From an optimization exercise on the open Yosys and OpenROAD flow, aimed at small area, a short achievable clock period and few clock cycles per item; shortcuts taken in it are not production practice.

v6:
## ee457_lab7_P3
module ee457_lab7_P3 (CLK,RSTB,IMEM_ADDR,IMEM_DATA,WB_WRITE,WB_RA,WB_RD);
input CLK,RSTB;
output [5:0] IMEM_ADDR;
input [31:0] IMEM_DATA;
output reg WB_WRITE;
output reg [3:0] WB_RA;
output reg [15:0] WB_RD;
reg [15:0] wb_we;
wire [255:0] regs_flat;
register_file RF (.we(wb_we), .wd(WB_RD), .regs_flat(regs_flat), .clk(CLK));
function [15:0] init_val(input integer k);
  init_val = (k == 15) ? 16'hffff : (k == 14) ? 16'hfff8 : (16'h0001 << k);
endfunction
function [4:0] kval(input [3:0] op);
  kval = op[2] ? 5'b11101 :    
         op[1] ? 5'b00100 :    
         op[0] ? 5'b00001 :    
                 5'b00000;     
endfunction
reg [5:0] pc;
assign IMEM_ADDR = pc;
always @(posedge CLK, negedge RSTB)
  if (!RSTB) pc <= 6'd0;
  else pc <= pc + 6'd1;
reg id_v, ex_v;
reg [3:0] id_rd, ex_rd;
reg [2:0] id_op;       
reg id_hz;             
reg id_wb, id_b;       
reg id_init;           
reg [15:0] id_sel;     
reg [3:0] id_rx;
reg [4:0] id_c;
reg [15:0] written;
wire [15:0] ex_dec = ex_v ? (16'h0001 << ex_rd) : 16'h0000;
always @(posedge CLK, negedge RSTB)
  if (!RSTB) written <= 16'h0000;
  else written <= written | ex_dec;
wire [3:0] if_rx = IMEM_DATA[3:0];
wire [15:0] if_sel = 16'h0001 << if_rx;
wire [15:0] id_dec = id_v ? (16'h0001 << id_rd) : 16'h0000;
wire if_hz  = |(id_dec & if_sel);                 
wire if_byp = |(ex_dec & if_sel) && !if_hz;       
wire if_rf  = !if_hz && !if_byp;
wire [4:0] if_c0 = kval(IMEM_DATA[31:28]);
wire [4:0] if_c1 = kval(IMEM_DATA[31:28]) + kval({1'b0, id_op});
wire [4:0] if_c = if_hz ? if_c1 : if_c0;
always @(posedge CLK, negedge RSTB)
  if (!RSTB) id_v <= 1'b0;
  else id_v <= |IMEM_DATA[31:28];
always @(posedge CLK) begin
  id_op   <= IMEM_DATA[30:28];
  id_rd   <= IMEM_DATA[7:4];
  id_rx   <= if_rx;
  id_hz   <= if_hz;
  id_wb   <= (if_hz && id_hz) || if_byp;
  id_b    <= if_hz && !id_hz;
  id_init <= if_rf && !written[if_rx];
  id_sel  <= if_sel & written & {16{if_rf}};
  id_c    <= if_c;
end
reg [15:0] rd_val;
integer k;
always @* begin
  rd_val = 16'h0000;
  for (k = 0; k < 16; k = k + 1)
    rd_val = rd_val | ({16{id_sel[k]}} & regs_flat[16*k +: 16]);
end
reg [15:0] ex_b;
reg [4:0] ex_c;
  ...
Size in the first run: roughly 900 cells after synthesis, about 380 flip-flops, about 14000 um2 of cells after synthesis.
clock: 3.0 ns
lec_check: 0
abc_clock_period_in_ps: 1000
cap_margin: 20
core_margin: 2
core_utilization: 40
cts_cluster_diameter: 80
cts_cluster_size: 25
setup_slack_margin: 1.5
slew_margin: 20
run.sh (not shown) runs the stock make flow with config.mk's settings and CLKGATE_MAP_FILE= SYNTH_SCRIPT=/design/flow/synth_recipe.tcl, a recipe that flattens the netlist after the stock synthesis.
[inputs] v7 vs v6
diff --git a/flow/config.mk b/flow/config.mk
--- a/flow/config.mk
+++ b/flow/config.mk
@@ -8 +8 @@
-export ABC_CLOCK_PERIOD_IN_PS = 1000
+export ABC_CLOCK_PERIOD_IN_PS = 1500
@@ -14 +14 @@
-export SETUP_SLACK_MARGIN = 1.5
+export SETUP_SLACK_MARGIN = 1.4
Notes after the runs:
Against v6, v7 comes in 0.54 ns higher on actual transition at the worst max-transition pin. ~same wire length in v7 and v6. Re share of synthesized area occupied by flip-flops and latches: no difference whatsoever between v7 and v6.
No functional check of the RTL was part of any run of this note.


## lagoon
ee457_lab7_P3, a different RTL version from the one above (not shown whole).
Size in the first run: about 380 flip-flops, ~61 I/O pins.
Settings: LEC_CHECK=0, ABC_CLOCK_PERIOD_IN_PS=1200, CAP_MARGIN=20, CORE_MARGIN=2, CORE_UTILIZATION=40, CTS_CLUSTER_DIAMETER=80, CTS_CLUSTER_SIZE=25, SETUP_SLACK_MARGIN=1.5, SLEW_MARGIN=20; clock period 3.0 ns.
Looking at the reports, lagoon completed the entire flow and the layout it produced met the timing, design-rule and antenna checks.
The inputs of indigo differ from those of lagoon as listed below.
- ABC_CLOCK_PERIOD_IN_PS: 1200 -> 1500
- SETUP_SLACK_MARGIN: 1.5 -> 1.4
Results
Compare lagoon and indigo | routed length on met1 lower: lagoon
Via count of the first global-routing pass: lagoon and indigo compared, lower one is indigo
The run showing the smaller slack of the critical path is lagoon.
As far as average wire per cell in the routed design is concerned, indigo and lagoon perform about the same.
indigo ended up with WB_RD[14] as its capturing element of the worst setup path; lagoon ended up with WB_RD[12].
| via count | lower: indigo |
Compared with lagoon, indigo supports a higher clock frequency.
Between lagoon and indigo, core utilization is lower for indigo, lagoon comes in above that.
Global-route wire length before repair: lagoon and indigo compared, lower one is indigo
indigo: global-route total usage across every layer 0.28 points below lagoon
Against lagoon as the reference, indigo delivers a lower fraction of met2 tracks used by global routing.
No run of this note included a check of the RTL's function; only the layout flow was run.

[separate check: timing with driven ports]
The results above use ideal ports. As a check the final layouts listed here were re-extracted and re-timed, cells and wires unchanged.
Step 1 (the two cells are an assumption about what drives the block):
set clk [get_ports {CLK}]
set_driving_cell -lib_cell sky130_fd_sc_hd__clkbuf_16 $clk
set_driving_cell -lib_cell sky130_fd_sc_hd__buf_2 [delete_from_list [all_inputs] $clk]
Step 2, shift: input delay + t, output delay - t, t = (earliest + latest rising clock arrival at the registers) / 2. This alone moves slack from input paths to output paths.
Slacks: ideal / step 1 / step 2; pairs: ideal / step 1.
run | shift t [ns] | setup WS [ns] | worst slew at a driven data input, ns
v6 | 0.566 | 0.949 / 0.949 / 0.423 | 0.06
v7 | 0.582 | 0.949 / 0.949 / 0.395 | 0.04
lagoon | 0.566 | 0.434 / 0.434 / 0.434 | 0.03
indigo | 0.570 | 0.564 / 0.564 / 0.564 | 0.03
After both steps setup and hold are still met in every run listed. For v7, which loses most, drivers alone change the setup slack by 0.000 ns; drivers and shift together by -0.554 ns.
